Background: an optimization exercise with open tools, aiming at small area, a short achievable clock period and few clock cycles. Do not read the settings as production practice.
RTL that was checked went through simulation tests only; none was proved equivalent to the original.
Power and IR drop assume default switching activity.

== build 11 ==
==> flow/design.v (excerpt) <==
module tinyalu (
    input  wire  [7:0] A,
    input  wire  [7:0] B,
    input  wire        clk,
    input  wire  [2:0] op,
    input  wire        reset_n,
    input  wire        start,
    output wire        done,
    output wire [15:0] result
);
Size in the first run: ~190 cells after synthesis, roughly 20 flip-flops, roughly 0.0016 mm^2 of cells after synthesis.
export LEC_CHECK = 0
export CAP_MARGIN = 20
export CORE_MARGIN = 2
export CORE_UTILIZATION = 40
export PLACE_DENSITY = 0.6
export SETUP_SLACK_MARGIN = 2.5
export SLEW_MARGIN = 20
create_clock -name core_clock -period 5.0 [get_ports {clk}]
standard.sh (not shown) runs the stock make flow with config.mk's settings and CLKGATE_MAP_FILE= SYNTH_SCRIPT=/design/flow/synth_recipe.tcl, a recipe that flattens the netlist after the stock synthesis.
==> flow/flow/run.sh <==
#!/bin/bash
# Layout flow: the standard ORFS flow, with plain buffers on the ports
# instead of the delay cells buffer_ports picks by default, and without the
# half/full adder cells, so that ABC maps the adders as ordinary logic.
set -euo pipefail
export BUFFER_PORTS_ARGS="-buffer_cell sky130_fd_sc_hd__buf_1"
export DONT_USE_CELLS="sky130_fd_sc_hd__ha_1 sky130_fd_sc_hd__ha_2 sky130_fd_sc_hd__ha_4 sky130_fd_sc_hd__fa_1 sky130_fd_sc_hd__fa_2 sky130_fd_sc_hd__fa_4"
bash standard.sh finish > run_standard.log 2>&1
Modified inputs, build 75 compared to build 11
==> flow/run.sh (new file) <==
#!/bin/bash
# synth_recipe.tcl (not shown) runs the flow's synth.tcl, then flattens the netlist and writes it again
# the make line also repeats each setting of config.mk as NAME=value (left out here)
make -C /OpenROAD-flow-scripts/flow DESIGN_CONFIG=/design/flow/config.mk WORK_HOME=/design/flow/orfs CLKGATE_MAP_FILE= SYNTH_SCRIPT=/design/flow/synth_recipe.tcl finish
removed: flow/flow/run.sh
removed: flow/standard.sh
==> run summary <==
The run showing the smaller final worst-path setup slack is build 11.
Higher worst-case reg-to-reg path depth goes to build 75 over build 11.
Build 11 → build 75: multiplexer fraction of the synthesized cell area stayed essentially flat, worst hold path stage count lower, routed wire length went up 11%, global placement routability congestion decreased by 0.029 relative to the old numbers.
Going from build 11 to build 75, global-route usage over all layers increased 2.3 points, sequential share of layout area decreased 2.5 points, power in sequential cells increased about 2%.
## Diff of input files: build 70 against build 75
- removing SETUP_SLACK_MARGIN (formerly 2.5)
==> flow/flow/run.sh (new file) <==
#!/bin/bash
# Layout flow: the standard ORFS flow, with plain buffers on the ports
# instead of the delay cells buffer_ports picks by default.
set -euo pipefail
export BUFFER_PORTS_ARGS="-buffer_cell sky130_fd_sc_hd__buf_1"
bash standard.sh finish > run_standard.log 2>&1
==> flow/standard.sh (new file) <==
#!/bin/bash
# synth_recipe.tcl (not shown) runs the flow's synth.tcl, then flattens the netlist and writes it again
# the make line also repeats each setting of config.mk as NAME=value (left out here)
make -C /OpenROAD-flow-scripts/flow DESIGN_CONFIG=/design/flow/config.mk WORK_HOME=/design/flow/orfs CLKGATE_MAP_FILE= SYNTH_SCRIPT=/design/flow/synth_recipe.tcl "${@:-finish}"
removed: flow/run.sh
### Flow results
Comparing build 70 with build 75, the adder-cell area share of the yosys netlist came out essentially unchanged.
Comparing build 70 against build 75, there is no change at all in final hold violation count.
Startpoint of the most critical setup path = cnt[0]: build 70; startpoint of the most critical setup path = op[2]: build 75
When build 70 is set beside build 75, its number of non-filler instances in the completed layout turns out to be 7.7% smaller.
Compared build 70 vs build 75, and design area is down in build 70.
On hold slack, the lower figure sits with build 75, not build 70.
Reported for build 75 and build 70, layout sequential cell count turned out identical to the last digit.
Per the comparison of build 70 with build 75, fraction of area in clock buffers and inverters increased by 2.0 points relative to the old numbers; combined global-route utilization of all metal layers down 4.5 points; met3 layer wire length in the routed design lower.
Function was not checked in any run of this note: the RTL went through the layout flow alone.

========
run 1:
The RTL this note starts from:
==> flow/design.v <==
module tinyalu (
    input  wire  [7:0] A,
    input  wire  [7:0] B,
    input  wire        clk,
    input  wire  [2:0] op,
    input  wire        reset_n,
    input  wire        start,
    output wire        done,
    output wire [15:0] result
);
  reg [15:0] acc;
  reg [2:0]  cnt;      
  reg        done_r;
  wire idle = (cnt == 3'd0);
  wire [7:0] x = idle ? B : acc[15:8];
  wire [7:0] y = A & {8{idle | acc[0]}};
  wire [7:0] p = x ^ y;
  wire [7:0] g = x & y;
  wire [7:0] g1 = {g[7] | (p[7] & g[6]), g[6], g[5] | (p[5] & g[4]), g[4],
                   g[3] | (p[3] & g[2]), g[2], g[1] | (p[1] & g[0]), g[0]};
  wire [7:0] p1 = {p[7] & p[6], p[6], p[5] & p[4], p[4],
                   p[3] & p[2], p[2], p[1] & p[0], p[0]};
  wire [7:0] g2 = {g1[7:6] | (p1[7:6] & {2{g1[5]}}), g1[5:4],
                   g1[3:2] | (p1[3:2] & {2{g1[1]}}), g1[1:0]};
  wire [7:0] p2 = {p1[7:6] & {2{p1[5]}}, p1[5:4],
                   p1[3:2] & {2{p1[1]}}, p1[1:0]};
  wire [7:0] g3 = {g2[7:4] | (p2[7:4] & {4{g2[3]}}), g2[3:0]};
  wire [8:0] c  = {g3, 1'b0};
  wire [8:0] s = {c[8], p ^ c[7:0]};
  always @(posedge clk) begin
    if (!idle)
      acc <= {s, acc[7:1]};
    else if (op[2])
      acc <= {1'b0, A & {8{B[0]}}, B[7:1]};
    else if (!op[1])
      acc <= {7'h00, s};
    else if (op[0])
      acc <= {8'h00, p};
    else
      acc <= {8'h00, g};
  end
  always @(posedge clk or negedge reset_n) begin
    if (!reset_n) begin
      cnt    <= 3'd0;
      done_r <= 1'b0;
    end else if (!idle) begin
      cnt    <= cnt - 3'd1;
      done_r <= (cnt == 3'd1);
    end else begin
      cnt    <= (start && op[2] && !done_r) ? 3'd7 : 3'd0;
      done_r <= start && !op[2] && (op[1:0] != 2'b00) && !done_r;
    end
  end
  assign done   = done_r;
  assign result = acc;
endmodule
==> flow/config.mk <==
export PLATFORM = sky130hd
export DESIGN_NAME = tinyalu
export DESIGN_NICKNAME = tinyalu
export VERILOG_FILES = /design/flow/design.v
export SDC_FILE = /design/flow/constraint.sdc
export NUM_CORES = 4
export LEC_CHECK = 0
export CAP_MARGIN = 20
export CORE_MARGIN = 2
export CORE_UTILIZATION = 65
export CTS_BUF_LIST = sky130_fd_sc_hd__clkbuf_8
export PLACE_DENSITY = 0.8
export SETUP_SLACK_MARGIN = 2.7
export SLEW_MARGIN = 20
==> flow/constraint.sdc <==
create_clock -name core_clock -period 5.0 [get_ports {clk}]
set_input_delay 1.0000 -clock core_clock [delete_from_list [all_inputs] [get_ports {clk}]]
set_output_delay 1.0000 -clock core_clock [all_outputs]
set_load 0.01 [all_outputs]
==> flow/flow/run.sh <==
#!/bin/bash
# Layout flow: the standard ORFS flow (standard.sh) with these changes:
#  - synthesis is synth_recipe.tcl (the standard synthesis script) with ABC
#    run on flow/abc.script, an area-oriented mapping (amap);
#  - the ports get plain buf_1 buffers instead of the delay cells that
#    buffer_ports picks by default;
#  - the half/full adder cells are added to the platform's don't-use list,
#    so that ABC maps the adders as ordinary gates.
# ORFS's own logs go to orfs/logs/; make's output goes to run_standard.log.
set -euo pipefail
HERE=$(pwd)
export FLOW_ABC_SCRIPT="$HERE/flow/abc.script"
export BUFFER_PORTS_ARGS="-buffer_cell sky130_fd_sc_hd__buf_1"
{ head -n 1 synth_recipe.tcl; cat flow/abc_override.tcl; tail -n +2 synth_recipe.tcl; } > synth_custom.tcl
PLATFORM_DONT_USE="sky130_fd_sc_hd__probe_p_8 sky130_fd_sc_hd__probec_p_8 sky130_fd_sc_hd__lpflow_bleeder_1 sky130_fd_sc_hd__lpflow_clkbufkapwr_1 sky130_fd_sc_hd__lpflow_clkbufkapwr_16 sky130_fd_sc_hd__lpflow_clkbufkapwr_2 sky130_fd_sc_hd__lpflow_clkbufkapwr_4 sky130_fd_sc_hd__lpflow_clkbufkapwr_8 sky130_fd_sc_hd__lpflow_clkinvkapwr_1 sky130_fd_sc_hd__lpflow_clkinvkapwr_16 sky130_fd_sc_hd__lpflow_clkinvkapwr_2 sky130_fd_sc_hd__lpflow_clkinvkapwr_4 sky130_fd_sc_hd__lpflow_clkinvkapwr_8 sky130_fd_sc_hd__lpflow_decapkapwr_12 sky130_fd_sc_hd__lpflow_decapkapwr_3 sky130_fd_sc_hd__lpflow_decapkapwr_4 sky130_fd_sc_hd__lpflow_decapkapwr_6 sky130_fd_sc_hd__lpflow_decapkapwr_8 sky130_fd_sc_hd__lpflow_inputiso0n_1 sky130_fd_sc_hd__lpflow_inputiso0p_1 sky130_fd_sc_hd__lpflow_inputiso1n_1 sky130_fd_sc_hd__lpflow_inputiso1p_1 sky130_fd_sc_hd__lpflow_inputisolatch_1 sky130_fd_sc_hd__lpflow_isobufsrc_1 sky130_fd_sc_hd__lpflow_isobufsrc_16 sky130_fd_sc_hd__lpflow_isobufsrc_2 sky130_fd_sc_hd__lpflow_isobufsrc_4 sky130_fd_sc_hd__lpflow_isobufsrc_8 sky130_fd_sc_hd__lpflow_isobufsrckapwr_16 sky130_fd_sc_hd__lpflow_lsbuf_lh_hl_isowell_tap_1 sky130_fd_sc_hd__lpflow_lsbuf_lh_hl_isowell_tap_2 sky130_fd_sc_hd__lpflow_lsbuf_lh_hl_isowell_tap_4 sky130_fd_sc_hd__lpflow_lsbuf_lh_isowell_4 sky130_fd_sc_hd__lpflow_lsbuf_lh_isowell_tap_1 sky130_fd_sc_hd__lpflow_lsbuf_lh_isowell_tap_2 sky130_fd_sc_hd__lpflow_lsbuf_lh_isowell_tap_4 "
ADDERS="sky130_fd_sc_hd__ha_1 sky130_fd_sc_hd__ha_2 sky130_fd_sc_hd__ha_4 sky130_fd_sc_hd__fa_1 sky130_fd_sc_hd__fa_2 sky130_fd_sc_hd__fa_4"
bash standard.sh "DONT_USE_CELLS=$PLATFORM_DONT_USE $ADDERS" "SYNTH_SCRIPT=$HERE/synth_custom.tcl" finish > run_standard.log 2>&1
==> flow/flow/abc.script <==
strash
ifraig
scorr
dc2
strash
dch -f
map -B 0.9
topo
stime -c
buffer -c
upsize -c
dnsize -c
==> flow/flow/abc_override.tcl <==
# Run ABC with flow/abc.script instead of ORFS's abc_area/abc_speed script.
proc abc {args} {
  set i [lsearch -exact $args -script]
  if {$i >= 0} {
    set args [lreplace $args [expr {$i + 1}] [expr {$i + 1}] $::env(FLOW_ABC_SCRIPT)]
  }
  yosys abc {*}$args
}
Run 1 went all the way through the flow, and no timing, DRC or antenna check failed.
Testbench counts of run 1, summed over its fixed seeds: cycles 44,915.
What run 2 does differently from run 1 at the input level:
Settings: a change of SETUP_SLACK_MARGIN from 2.7 to 2.5; a change of CORE_UTILIZATION from 65 to 40; a deleted CTS_BUF_LIST that had been sky130_fd_sc_hd__clkbuf_8; a change of PLACE_DENSITY from 0.8 to 0.6.
==> flow/flow/abc.script <==
strash
dch
amap
topo
stime -c
buffer -c
upsize -c
dnsize -c
## What came out
- Across run 2 and run 1, the outcome is the same: a clean finish for every run.
- Run 2 vs run 1, instance count: run 2 lower
- Compare run 2 and run 1 | leakage dissipation higher: run 1
- Final period demand of the worst path on run 2 is behind run 1.
- reg -> reg as the path category of the worst min-delay check was reported by run 1, and in -> async by run 2.
- Run 2 vs. run 1: first-pass GRT wire length saw a decrease; part of the power in combinational logic saw a decrease; total power saw a decrease; post-route cell area saw a decrease; synthesized-area fraction occupied by ao, oa, aoi and oai cells saw an increase.
- Largest family of logic cells by synthesized area = simple AND/OR/NAND/NOR gates: run 1; largest family of logic cells by synthesized area = compound AO/OA/AOI/OAI gates: run 2
- | areal power density over the cells | higher: run 1 |
--- input diff run 2..run 3 ---
Settings: PLACE_DENSITY now 0.8, was 0.6; ABC_AREA now 1, previously not set; CTS_BUF_LIST now sky130_fd_sc_hd__clkbuf_8, previously not set; CORE_AREA now 2 2 62 62, previously not set; DIE_AREA now 0 0 64 64, previously not set; CORE_UTILIZATION no longer set, was 40; SETUP_SLACK_MARGIN now 2.7, was 2.5; CORE_MARGIN no longer set, was 2.
diff --git a/flow/flow/run.sh b/flow/flow/run.sh
--- a/flow/flow/run.sh
+++ b/flow/flow/run.sh
@@ -2,3 +2,2 @@
-# Layout flow: the standard ORFS flow (standard.sh) with these changes:
-#  - synthesis is synth_recipe.tcl (the standard synthesis script) with ABC
-#    run on flow/abc.script, an area-oriented mapping (amap);
+# Layout flow: the standard ORFS flow (standard.sh, which runs the
+# standard synthesis script) with two changes:
@@ -11,2 +9,0 @@
-HERE=$(pwd)
-export FLOW_ABC_SCRIPT="$HERE/flow/abc.script"
@@ -14 +10,0 @@
-{ head -n 1 synth_recipe.tcl; cat flow/abc_override.tcl; tail -n +2 synth_recipe.tcl; } > synth_custom.tcl
@@ -17 +13 @@
-bash standard.sh "DONT_USE_CELLS=$PLATFORM_DONT_USE $ADDERS" "SYNTH_SCRIPT=$HERE/synth_custom.tcl" finish > run_standard.log 2>&1
+bash standard.sh "DONT_USE_CELLS=$PLATFORM_DONT_USE $ADDERS" finish > run_standard.log 2>&1
removed: flow/flow/abc.script
removed: flow/flow/abc_override.tcl
Notes after the runs:
When run 3 is set beside run 2, its synthesized instance count turns out to be about 44% larger.
Run 3 has instance count after placement with tap cells included above what run 2 had.
Share of the clock period used by the worst path is higher on run 2
Growth of design area from synthesis to finish for run 3: 11 points down relative to run 2
Run 3 -> run 2: area occupied by registers flat
Finished layout cell area went up by a few percent going from run 2 to run 3.
Run 3 vs. run 2: number of multi-input logic gates moved up; proportion of power drawn by combinational gates increased 0.2 points; initial antenna violation count essentially unchanged; total sequential power shows an increase of about 2%.
Input changes introduced in run 4 (baseline for comparison: run 3):
Settings: removing ABC_AREA (formerly 1); removing DIE_AREA (formerly 0 0 64 64); removing CORE_AREA (formerly 2 2 62 62); setting CORE_MARGIN to 2 for the first time; setting CORE_UTILIZATION to 65 for the first time.
diff --git a/flow/flow/run.sh b/flow/flow/run.sh
--- a/flow/flow/run.sh
+++ b/flow/flow/run.sh
@@ -2,2 +2,3 @@
-# Layout flow: the standard ORFS flow (standard.sh, which runs the
-# standard synthesis script) with two changes:
+# Layout flow: the standard ORFS flow (standard.sh) with these changes:
+#  - synthesis is synth_recipe.tcl (the standard synthesis script) with ABC
+#    run on flow/abc.script, an area-oriented mapping (amap);
@@ -9,0 +11,2 @@
+HERE=$(pwd)
+export FLOW_ABC_SCRIPT="$HERE/flow/abc.script"
@@ -10,0 +14 @@
+{ head -n 1 synth_recipe.tcl; cat flow/abc_override.tcl; tail -n +2 synth_recipe.tcl; } > synth_custom.tcl
@@ -13 +17 @@
-bash standard.sh "DONT_USE_CELLS=$PLATFORM_DONT_USE $ADDERS" finish > run_standard.log 2>&1
+bash standard.sh "DONT_USE_CELLS=$PLATFORM_DONT_USE $ADDERS" "SYNTH_SCRIPT=$HERE/synth_custom.tcl" finish > run_standard.log 2>&1
==> flow/flow/abc.script (new file) <==
strash
dch
map -D 1300
topo
stime -c
buffer -c
upsize -c -D 1300
dnsize -c -D 1300
==> flow/flow/abc_override.tcl (new file) <==
# Run ABC with flow/abc.script instead of ORFS's abc_area/abc_speed script.
proc abc {args} {
  set i [lsearch -exact $args -script]
  if {$i >= 0} {
    set args [lreplace $args [expr {$i + 1}] [expr {$i + 1}] $::env(FLOW_ABC_SCRIPT)]
  }
  yosys abc {*}$args
}
Stage in which a tool error killed run 4: 5_1_grt. Compared with run 3, in run 4 starting utilization of the core area picked up an extra 27 points, fraction of registers with async set/reset neither gained nor lost much, area after synthesis lost 3.6%. Looking at number of cells produced by synthesis, run 4 sits about 15% lower than run 3 does. Compared with run 3, run 4 shows a sequential share of the synthesized area that is 1.0 points higher. Per the comparison of run 4 with run 3, worst slack after detailed placement now smaller; placement-stage cell area now smaller; share of the synthesized area in compound gates (AO/OA/AOI/OAI) now larger.

## what the ideal ports hide
The results above use ideal ports. As a check the final layouts listed here were re-extracted and re-timed, cells and wires unchanged. Step 1: set_driving_cell puts a clkbuf_16 on clk and a buf_2 on each other input, an assumption about the parent block. Step 2 moves the port delays by t, midway between the first and last clock arrival at a register: inputs arrive t later, outputs are due t later. That takes back most of the time a late clock gives input paths. Three values: ideal ports, drivers, drivers and shift; two values: the first two.
run | t, ns | setup WS [ns] | hold slack, ns | worst data-port slew with drivers (ns)
build 11 | 0.289 | 2.235 / 2.226 / 1.937 | 0.453 / 0.453 / 0.453 | 0.04
build 75 | 0.289 | 2.262 / 2.241 / 1.951 | 0.457 / 0.457 / 0.457 | 0.06
build 70 | 0.285 | 1.574 / 1.574 / 1.364 | 0.460 / 0.460 / 0.460 | 0.03
run 1 | 0.285 | 2.591 / 2.593 / 2.308 | 0.491 / 0.491 / 0.491 | 0.04
run 2 | 0.338 | 2.424 / 2.424 / 2.098 | 0.482 / 0.483 / 0.485 | 0.03
run 3 | 0.284 | 2.894 / 2.892 / 2.608 | 0.491 / 0.491 / 0.491 | 0.03
After both steps every run listed still meets setup and hold. For run 2, which loses most, drivers alone change the setup slack by 0.000 ns; drivers and shift together by -0.326 ns.
